This design comes from an exercise in tuning for small area on the open sky130 flow, not from production work. At most, simulation tests tie the RTL to the original design; equivalence was not proved. Power figures rest on the tool's default switching activity, not on a simulated workload.

## Pipeline_CPU
module Pipeline_CPU(
    input clk,
    input rst,
    input[31:0] Data_in,
    input[31:0] inst_IF,
    output[31:0] PC_out_IF,
    output[31:0] PC_out_ID,
    output[31:0] inst_ID,
    output[31:0] PC_out_EX,
    output       MemRW_Ex,
    output       MemRW_Mem,
    output[31:0] Addr_out,
    output[31:0] Data_out,
    output[31:0] Data_out_WB
);
Size in the first run: about 4,800 cells after synthesis, roughly 1,400 flip-flops, about 290 I/O pins.
export LEC_CHECK = 0
export CAP_MARGIN = 20
export CORE_MARGIN = 2
export CORE_UTILIZATION = 60
export GPL_TIMING_DRIVEN = 1
export SLEW_MARGIN = 20
export SYNTH_HIERARCHICAL = 1
create_clock -name core_clock -period 6.3 [get_ports {clk}]
standard.sh (not shown) runs the stock make flow with config.mk's settings and CLKGATE_MAP_FILE= SYNTH_SCRIPT=/design/flow/synth_recipe.tcl, a recipe that flattens the netlist after the stock synthesis.
==> flow/flow/run.sh <==
#!/bin/bash
# Layout flow: the standard flow (standard.sh) with these changes:
#  - the port buffers are the smallest buffer cell (buf_1);
#  - the clock tree is built from clkbuf_8, with clkbuf_4 driving
#    clusters of at most 9 sinks, without dummy loads;
#  - the larger buffers (buf_6 and up) are not used, so that repair
#    buffers the high-fanout nets with small buffers;
#  - the buffers synthesis made are removed before placement
#    (REMOVE_ABC_BUFFERS), as the standard flow's timing-driven
#    placement would.
# Each step's full log is under orfs/logs; standard.sh's own output goes
# to standard.log.
set -e
PLATFORM_DONT_USE="$(sed -n '/^export DONT_USE_CELLS += /,/^#/p' $FLOW_HOME/platforms/sky130hd/config.mk | grep -o 'sky130_fd_sc_hd__[a-z0-9_]*' | tr '\n' ' ')"
EXTRA_DONT_USE="sky130_fd_sc_hd__buf_6 sky130_fd_sc_hd__buf_8 sky130_fd_sc_hd__buf_12 sky130_fd_sc_hd__buf_16 sky130_fd_sc_hd__bufbuf_8 sky130_fd_sc_hd__bufbuf_16"
export BUFFER_PORTS_ARGS="-buffer_cell sky130_fd_sc_hd__buf_1"
export CTS_ARGS="-sink_clustering_enable -repair_clock_nets -buf_list sky130_fd_sc_hd__clkbuf_8 -sink_clustering_buffer sky130_fd_sc_hd__clkbuf_4 -sink_clustering_size 9 -sink_clustering_max_diameter 35 -dont_use_dummy_load"
bash standard.sh "DONT_USE_CELLS=$PLATFORM_DONT_USE $EXTRA_DONT_USE" REMOVE_ABC_BUFFERS=1 finish > standard.log 2>&1
The starting point completed without violations.
Change:
--- a/flow/flow/run.sh
+++ b/flow/flow/run.sh
@@ -5 +5 @@
-#    clusters of at most 9 sinks, without dummy loads;
+#    clusters of at most 8 sinks, without dummy loads;
@@ -17 +17 @@
-export CTS_ARGS="-sink_clustering_enable -repair_clock_nets -buf_list sky130_fd_sc_hd__clkbuf_8 -sink_clustering_buffer sky130_fd_sc_hd__clkbuf_4 -sink_clustering_size 9 -sink_clustering_max_diameter 35 -dont_use_dummy_load"
+export CTS_ARGS="-sink_clustering_enable -repair_clock_nets -buf_list sky130_fd_sc_hd__clkbuf_8 -sink_clustering_buffer sky130_fd_sc_hd__clkbuf_4 -sink_clustering_size 8 -sink_clustering_max_diameter 35 -dont_use_dummy_load"
Settings changed: CORE_UTILIZATION 60 to 65.
Effect: Power stays flat. Area after synthesis is unchanged. Clock power hardly moves. Combinational power hardly moves.
Change:
Settings changed: GPL_TIMING_DRIVEN 1 to 0.
After rerunning: Clock skew fell by 0.0036 ns; hold slack improved by 0.038 ns; die area stays the same; area after synthesis is unchanged; routed wire length fell by about 3.7%; count of clock-buffer cells in the layout fell by 3; setup slack got worse by 0.068 ns; synthesized cell count stays the same; cell area rose by 0.99%.
Change:
Settings changed: CORE_UTILIZATION 65 to 60, GPL_TIMING_DRIVEN 0 to 1.
The changed run completed with no timing, DRC or antenna violations.
Worst hold slack is worse by 0.023 ns.
Die area is higher by about 8%.
Routed wire length came out higher by 5.2%.
Final cell count grows by 1.9%.
Core utilization goes down by 6.1 points.
Total power rises by 0.89%.
Non-clock buffer count increases by 6.
Area after synthesis is unchanged.
Cell area drops by 0.69%.

Setup of the baseline:
Pipeline_CPU, a different RTL version from the one above (not shown whole).
Size: about 4600 cells after synthesis, ~290 I/O pins, ~57000 µm² of cells after synthesis.
// Pipeline_CPU
module Pipeline_CPU(
    input clk,
    input rst,
    input[31:0] Data_in,
    input[31:0] inst_IF,
    output[31:0] PC_out_IF,
    output[31:0] PC_out_ID,
    output[31:0] inst_ID,
    output[31:0] PC_out_EX,
    output       MemRW_Ex,
    output       MemRW_Mem,
    output[31:0] Addr_out,
    output[31:0] Data_out,
    output[31:0] Data_out_WB
);
    wire [31:0] pc_if;
    wire [31:0] pc_id, inst_id, rs1_id, rs2_id;
    wire [3:0]  immtype_id;
    wire        alusrc_id, sub_id, alusrc_ex, alusrc_n_ex, sub_ex;
    wire [31:0] pc_ex, rs1_ex, rs2_ex;
    wire [31:2] ir_ex;
    wire [3:0]  immtype_ex;
    wire [4:0]  rd_ex;
    wire        memrw_ex, memtoreg_ex, pctoreg_ex, regwrite_ex;
    wire [1:0]  br_ex;
    wire [31:0] target_ex, pc4_ex, alu_ex;
    wire [31:0] target_mem, pc4_mem, alu_mem, rs2_mem;
    wire [4:0]  rd_mem;
    wire [1:0]  br_mem;
    wire        memrw_mem, memtoreg_mem, pctoreg_mem, regwrite_mem;
    wire        pcsrc, pcsrc_n;
    wire [31:0] wb_next, wb_data;
    wire [4:0]  rd_wb;
    wire        regwrite_wb;
    Pipeline_IF Instruction_Fetch (
        .clk_IF(clk),
        .rst_IF(rst),
        .PC_in_IF(target_mem),
        .PCSrc(pcsrc),
        .PCSrc_n(pcsrc_n),
        .PC_out_IF(pc_if)
    );
    IF_reg_ID IF_reg_ID (
        .clk_IFID(clk),
        .rst_IFID(rst),
        .PC_in_IFID(pc_if),
        .inst_in_IFID(inst_IF),
        .PC_out_IFID(pc_id),
        .inst_out_IFID(inst_id)
    );
  ...
clock: 6.3 ns
lec_check: 0
cap_margin: 20
core_margin: 2
core_utilization: 67
gpl_timing_driven: 1
slew_margin: 20
synth_hierarchical: 1
==> flow/flow/run.sh <==
#!/bin/bash
# Layout flow: the standard flow (standard.sh) with these changes:
#  - the port buffers are the smallest buffer cell (buf_1);
#  - the clock tree is built from clkbuf_8, with clkbuf_4 driving
#    clusters of at most 9 sinks, without dummy loads;
#  - the larger buffers (buf_6 and up) are not used, so that repair
#    buffers the high-fanout nets with small buffers;
#  - the buffers synthesis made are removed before placement
#    (REMOVE_ABC_BUFFERS), as the standard flow's timing-driven
#    placement would.
# Each step's full log is under orfs/logs; standard.sh's own output goes
# to standard.log.
set -e
PLATFORM_DONT_USE="$(sed -n '/^export DONT_USE_CELLS += /,/^#/p' $FLOW_HOME/platforms/sky130hd/config.mk | grep -o 'sky130_fd_sc_hd__[a-z0-9_]*' | tr '\n' ' ')"
EXTRA_DONT_USE="sky130_fd_sc_hd__buf_6 sky130_fd_sc_hd__buf_8 sky130_fd_sc_hd__buf_12 sky130_fd_sc_hd__buf_16 sky130_fd_sc_hd__bufbuf_8 sky130_fd_sc_hd__bufbuf_16"
export BUFFER_PORTS_ARGS="-buffer_cell sky130_fd_sc_hd__buf_1"
export CTS_ARGS="-sink_clustering_enable -repair_clock_nets -buf_list sky130_fd_sc_hd__clkbuf_8 -sink_clustering_buffer sky130_fd_sc_hd__clkbuf_4 -sink_clustering_size 9 -sink_clustering_max_diameter 35 -dont_use_dummy_load"
bash standard.sh "DONT_USE_CELLS=$PLATFORM_DONT_USE $EXTRA_DONT_USE" REMOVE_ABC_BUFFERS=1 finish > standard.log 2>&1
diff inputs: the baseline => the candidate
Settings: swapping 67 for 60 in CORE_UTILIZATION.
-- flow/flow/run.sh --
<<< the baseline, line 4
#  - the clock tree is built from clkbuf_8, with clkbuf_4 driving
#    clusters of at most 9 sinks, without dummy loads;
#  - the larger buffers (buf_6 and up) are not used, so that repair
>>> the candidate, line 4
#  - the clock tree is built from clkbuf_8, with clkbuf_4 driving
#    clusters of at most 8 sinks, without dummy loads;
#  - the larger buffers (buf_6 and up) are not used, so that repair
<<< the baseline, line 16
export BUFFER_PORTS_ARGS="-buffer_cell sky130_fd_sc_hd__buf_1"
export CTS_ARGS="-sink_clustering_enable -repair_clock_nets -buf_list sky130_fd_sc_hd__clkbuf_8 -sink_clustering_buffer sky130_fd_sc_hd__clkbuf_4 -sink_clustering_size 9 -sink_clustering_max_diameter 35 -dont_use_dummy_load"
bash standard.sh "DONT_USE_CELLS=$PLATFORM_DONT_USE $EXTRA_DONT_USE" REMOVE_ABC_BUFFERS=1 finish > standard.log 2>&1
>>> the candidate, line 16
export BUFFER_PORTS_ARGS="-buffer_cell sky130_fd_sc_hd__buf_1"
export CTS_ARGS="-sink_clustering_enable -repair_clock_nets -buf_list sky130_fd_sc_hd__clkbuf_8 -sink_clustering_buffer sky130_fd_sc_hd__clkbuf_4 -sink_clustering_size 8 -sink_clustering_max_diameter 35 -dont_use_dummy_load"
bash standard.sh "DONT_USE_CELLS=$PLATFORM_DONT_USE $EXTRA_DONT_USE" REMOVE_ABC_BUFFERS=1 finish > standard.log 2>&1
### Flow results
Comparing the baseline and the candidate, pre-CTS worst setup slack is higher on the candidate.
The run showing the smaller worst hold slack is the baseline.
Going from the baseline to the candidate, clock group power grew by a few percent.
Amount of wire on met3 after detailed routing on the candidate is down relative to the baseline.
Delta (the candidate minus the baseline): maximum number of pins on one net before global-route repair went up 32%, global-route track usage on met1 fell by 5.4 points.

Setup of old:
Pipeline_CPU, a different RTL version from the one above (not shown whole).
For scale: roughly 4,800 cells after synthesis, ~1,400 flip-flops, roughly 58,000 um2 of cells after synthesis.
==> flow/config.mk <==
export PLATFORM = sky130hd
export DESIGN_NAME = Pipeline_CPU
export DESIGN_NICKNAME = Pipeline_CPU
export VERILOG_FILES = /design/flow/design.v
export SDC_FILE = /design/flow/constraint.sdc
export NUM_CORES = 8
export LEC_CHECK = 0
export CAP_MARGIN = 20
export CORE_MARGIN = 2
export CORE_UTILIZATION = 65
export GPL_TIMING_DRIVEN = 0
export SLEW_MARGIN = 20
export SYNTH_HIERARCHICAL = 1
==> flow/constraint.sdc <==
create_clock -name core_clock -period 6.3 [get_ports {clk}]
set_input_delay 1.2600 -clock core_clock [delete_from_list [all_inputs] [get_ports {clk}]]
set_output_delay 1.2600 -clock core_clock [all_outputs]
set_load 0.01 [all_outputs]
==> flow/flow/run.sh <==
#!/bin/bash
# Layout flow: the standard flow (standard.sh) with these changes:
#  - the port buffers are the smallest buffer cell (buf_1);
#  - the clock tree is built from clkbuf_8, with clkbuf_4 driving
#    clusters of at most 8
#    sinks, without dummy loads;
#  - the larger buffers (buf_6 and up) are not used, so that repair
#    buffers the high-fanout nets with small buffers;
#  - the buffers synthesis made are removed before placement
#    (REMOVE_ABC_BUFFERS), as the standard flow's timing-driven
#    placement would.
# Each step's full log is under orfs/logs; standard.sh's own output goes
# to standard.log.
set -e
PLATFORM_DONT_USE="$(sed -n '/^export DONT_USE_CELLS += /,/^#/p' $FLOW_HOME/platforms/sky130hd/config.mk | grep -o 'sky130_fd_sc_hd__[a-z0-9_]*' | tr '\n' ' ')"
EXTRA_DONT_USE="sky130_fd_sc_hd__buf_6 sky130_fd_sc_hd__buf_8 sky130_fd_sc_hd__buf_12 sky130_fd_sc_hd__buf_16 sky130_fd_sc_hd__bufbuf_8 sky130_fd_sc_hd__bufbuf_16"
export BUFFER_PORTS_ARGS="-buffer_cell sky130_fd_sc_hd__buf_1"
export CTS_ARGS="-sink_clustering_enable -repair_clock_nets -buf_list sky130_fd_sc_hd__clkbuf_8 -sink_clustering_buffer sky130_fd_sc_hd__clkbuf_4 -sink_clustering_size 8 -sink_clustering_max_diameter 35 -dont_use_dummy_load"
bash standard.sh "DONT_USE_CELLS=$PLATFORM_DONT_USE $EXTRA_DONT_USE" REMOVE_ABC_BUFFERS=1 finish > standard.log 2>&1
Modified inputs, new compared to old
Settings: CORE_UTILIZATION: 65 -> 60.
--- outcome ---
All of old and new finish clean. For clock skew, old and new come out practically identical. As far as area taken by flip-flops and latches is concerned, old and new perform about the same. The number of buffers other than clock buffers in the final layout in new sits 11 above the value recorded for old.
Function was not checked in any run of this note: the RTL went through the layout flow alone.

Pipeline_CPU, a different RTL version from the one above (not shown whole).
Size: roughly 290 I/O pins, roughly 58000 sq um of cells after synthesis.
clock: 6.3 ns
lec_check: 0
cap_margin: 20
core_margin: 2
core_utilization: 60
gpl_timing_driven: 0
slew_margin: 20
synth_hierarchical: 1
==> flow/flow/run.sh <==
#!/bin/bash
# Layout flow: the standard flow (standard.sh), with the port buffers
# made from the smallest buffer cell and the clock tree built without
# dummy loads.  Each step's full log is under orfs/logs; the output of
# standard.sh itself goes to standard.log.
set -e
export BUFFER_PORTS_ARGS="-buffer_cell sky130_fd_sc_hd__buf_1"
export CTS_ARGS="-sink_clustering_enable -repair_clock_nets -buf_list "sky130_fd_sc_hd__clkbuf_8" -sink_clustering_size 16 -sink_clustering_max_diameter 50 -dont_use_dummy_load"
bash standard.sh > standard.log 2>&1
Rerun with:
==> flow/flow/run.sh (replaced) <==
#!/bin/bash
# Layout flow: the standard flow (standard.sh) with three changes:
#  - the port buffers are the smallest buffer cell (buf_1);
#  - the clock tree is built from clkbuf_8 in clusters of at most 16
#    sinks, without dummy loads;
#  - the largest buffers (buf_8 and up) are not used, so that repair
#    buffers the high-fanout nets with small buffers.
# Each step's full log is under orfs/logs; standard.sh's own output goes
# to standard.log.
set -e
PLATFORM_DONT_USE="$(sed -n '/^export DONT_USE_CELLS += /,/^#/p' $FLOW_HOME/platforms/sky130hd/config.mk | grep -o 'sky130_fd_sc_hd__[a-z0-9_]*' | tr '\n' ' ')"
EXTRA_DONT_USE="sky130_fd_sc_hd__buf_8 sky130_fd_sc_hd__buf_12 sky130_fd_sc_hd__buf_16 sky130_fd_sc_hd__bufbuf_8 sky130_fd_sc_hd__bufbuf_16"
export BUFFER_PORTS_ARGS="-buffer_cell sky130_fd_sc_hd__buf_1"
export CTS_ARGS="-sink_clustering_enable -repair_clock_nets -buf_list sky130_fd_sc_hd__clkbuf_8 -sink_clustering_size 16 -sink_clustering_max_diameter 50 -dont_use_dummy_load"
bash standard.sh "DONT_USE_CELLS=$PLATFORM_DONT_USE $EXTRA_DONT_USE" finish > standard.log 2>&1
Non-clock buffer count goes up by 6.
Die area hardly moves.
Global-route usage goes up by 0.64 points.
Utilization goes down by 1.3 points.
Register-to-register slack barely changes.
Clock skew goes down by 6.3 ps.
Critical path depth goes up by 1.
Wire length goes up by 0.48%.
No run of this note included a check of the RTL's function; only the layout flow was run.

try-delta:
Another version of the RTL of Pipeline_CPU (not shown whole).
For scale: about 4,400 cells after synthesis, about 290 I/O pins, ~63,000 um2 of cells after synthesis.
## Pipeline_CPU
module Pipeline_CPU(
    input clk,
    input rst,
    input[31:0] Data_in,
    input[31:0] inst_IF,
    output[31:0] PC_out_IF,
    output[31:0] PC_out_ID,
    output[31:0] inst_ID,
    output[31:0] PC_out_EX,
    output       MemRW_Ex,
    output       MemRW_Mem,
    output[31:0] Addr_out,
    output[31:0] Data_out,
    output[31:0] Data_out_WB
);
    wire [31:0] pc_if;
    wire [31:0] pc_id, inst_id;
    wire [31:0] pc_ex;
    wire [31:2] ir_ex;
    wire [3:0]  immtype_ex;
    wire [3:0]  rs1lo_ex, rs2lo_ex;
    wire [7:0]  rs1hi_ex, rs2hi_ex;
    wire [4:0]  rd_ex;
    wire [31:0] rs1_ex, rs2_ex, imm_ex;
    wire        alusrc_ex, memrw_ex, memtoreg_ex, pctoreg_ex, regwrite_ex;
    wire [3:0]  aluctl_ex;
    wire [1:0]  br_ex;
    wire [31:0] target_ex, pc4_ex, alu_ex;
    wire [31:0] target_mem, pc4_mem, alu_mem, rs2_mem;
    wire [4:0]  rd_mem;
    wire [1:0]  br_mem;
    wire        memrw_mem, memtoreg_mem, pctoreg_mem, regwrite_mem;
    wire        pcsrc;
    wire [31:0] wb_next, wb_data, wt_data;
  ...
clock: 6.3 ns
lec_check: 0
cap_margin: 20
core_margin: 2
core_utilization: 60
gpl_timing_driven: 0
setup_slack_margin: 0.15
slew_margin: 20
synth_hierarchical: 1
==> flow/flow/run.sh <==
#!/bin/bash
# Layout flow: the standard flow (standard.sh), with the port buffers
# made from the smallest buffer cell and the clock tree built without
# dummy loads.  Each step's full log is under orfs/logs; the output of
# standard.sh itself goes to standard.log.
set -e
export BUFFER_PORTS_ARGS="-buffer_cell sky130_fd_sc_hd__buf_1"
export CTS_ARGS="-sink_clustering_enable -repair_clock_nets -buf_list "sky130_fd_sc_hd__clkbuf_8" -sink_clustering_size 16 -sink_clustering_max_diameter 50 -dont_use_dummy_load"
bash standard.sh > standard.log 2>&1
try-delta -> stages 100% | layout checks FAIL | negative setup slack
### try-delta -> try-lagoon
# try-delta
export LEC_CHECK = 0
export CAP_MARGIN = 20
export CORE_MARGIN = 2
export CORE_UTILIZATION = 60
export GPL_TIMING_DRIVEN = 0
export SETUP_SLACK_MARGIN = 0.15
export SLEW_MARGIN = 20
export SYNTH_HIERARCHICAL = 1
create_clock -name core_clock -period 6.3 [get_ports {clk}]
# try-lagoon
export LEC_CHECK = 0
export CAP_MARGIN = 0
export CORE_MARGIN = 2
export CORE_UTILIZATION = 60
export GPL_TIMING_DRIVEN = 0
export SETUP_SLACK_MARGIN = 0.15
export SLEW_MARGIN = 0
export SYNTH_HIERARCHICAL = 1
create_clock -name core_clock -period 6.3 [get_ports {clk}]
### Flow results
Not one of try-delta and try-lagoon finished clean.
In try-lagoon the implementation ran to completion but is not tape-out ready, as the final checks report negative setup slack.
When try-lagoon is set beside try-delta, its wire length turns out to be about 0.7% smaller.
Worst hold slack across try-delta and try-lagoon: no real change.
try-delta has higher number of global-route vias before repair than try-lagoon.
Standby leakage power (try-lagoon vs. try-delta) decreases slightly
Edits applied to the flow inputs when going from try-lagoon to try-garnet:
# try-lagoon
export LEC_CHECK = 0
export CAP_MARGIN = 0
export CORE_MARGIN = 2
export CORE_UTILIZATION = 60
export GPL_TIMING_DRIVEN = 0
export SETUP_SLACK_MARGIN = 0.15
export SLEW_MARGIN = 0
export SYNTH_HIERARCHICAL = 1
create_clock -name core_clock -period 6.3 [get_ports {clk}]
# try-garnet
export LEC_CHECK = 0
export CAP_MARGIN = 20
export CORE_MARGIN = 2
export CORE_UTILIZATION = 60
export CTS_BUF_LIST = sky130_fd_sc_hd__clkbuf_8
export CTS_CLUSTER_DIAMETER = 100
export CTS_CLUSTER_SIZE = 30
export GPL_TIMING_DRIVEN = 0
export SLEW_MARGIN = 20
export SYNTH_HIERARCHICAL = 1
create_clock -name core_clock -period 6.3 [get_ports {clk}]
--- outcome ---
What the final checks of try-garnet revealed, after a flow that finished every stage, was a layout that fails on negative setup slack.
Looking at try-garnet and try-lagoon, the final total power is a wash.
Compared try-garnet against try-lagoon; core utilization within noise.
For clock group total power, try-garnet and try-lagoon come out practically identical.
Between try-lagoon and try-garnet, the final hold slack figures differ only marginally.
try-garnet: number of antenna repair diodes 5 below try-lagoon
try-garnet: layout overhead on the synthesized area is 0.21 points higher than what try-lagoon reported.
In the tables for try-garnet and try-lagoon, post-cts repair resize count reads lower with try-garnet.
Comparing try-garnet with try-lagoon, the switching power of the nets came out essentially unchanged.
Summary of try-garnet over try-lagoon: routed wire length lost 1200 um; static leakage power has remained practically unchanged.
No run of this note included a check of the RTL's function; only the layout flow was run.

[what the ideal ports hide]
How much do the figures lean on ideal ports? The routed layouts below were timed once more, with nothing changed but the port constraints.
Step 1 (the two cells are an assumption about what drives the block):
set clk [get_ports {clk}]
set_driving_cell -lib_cell sky130_fd_sc_hd__clkbuf_16 $clk
set_driving_cell -lib_cell sky130_fd_sc_hd__buf_2 [delete_from_list [all_inputs] $clk]
Step 2 adds t to the input delays and takes it off the output delays; t is the mean of the earliest and latest rising clock arrival at the registers after step 1. Input paths then give back, and output paths get back, about the clock's delay inside the block.
Three values: ideal, step 1, step 2; two values: the first two.
| run | shift t [ns] | setup slack, ns | clock arrival spread, ns |
|---|---|---|---|
| the first run of note 1 | 0.955 | 0.201 / 0.122 / 0.249 | 0.144 / 0.144 |
| the second run of note 1 | 0.935 | 0.131 / 0.058 / 0.159 | 0.110 / 0.109 |
| the third run of note 1 | 0.910 | 0.064 / -0.006 / 0.292 | 0.113 / 0.113 |
| the fourth run of note 1 | 0.944 | 0.160 / 0.082 / 0.232 | 0.151 / 0.151 |
| the baseline | 0.938 | 0.149 / 0.070 / 0.222 | 0.102 / 0.102 |
| the candidate | 0.945 | 0.241 / 0.168 / 0.313 | 0.113 / 0.114 |
| old | 0.910 | 0.064 / -0.006 / 0.292 | 0.113 / 0.113 |
| new | 0.957 | 0.069 / -0.007 / 0.281 | 0.116 / 0.116 |
| the first run of note 4 | 0.906 | 0.112 / 0.038 / 0.219 | 0.110 / 0.111 |
| the second run of note 4 | 0.917 | 0.129 / 0.066 / 0.225 | 0.101 / 0.101 |
| try-delta | 0.891 | -0.152 / -0.152 / -0.152 | 0.124 / 0.125 |
| try-lagoon | 0.886 | -0.108 / -0.108 / -0.108 | 0.109 / 0.109 |
| try-garnet | 0.889 | -0.009 / -0.089 / 0.001 | 0.125 / 0.125 |
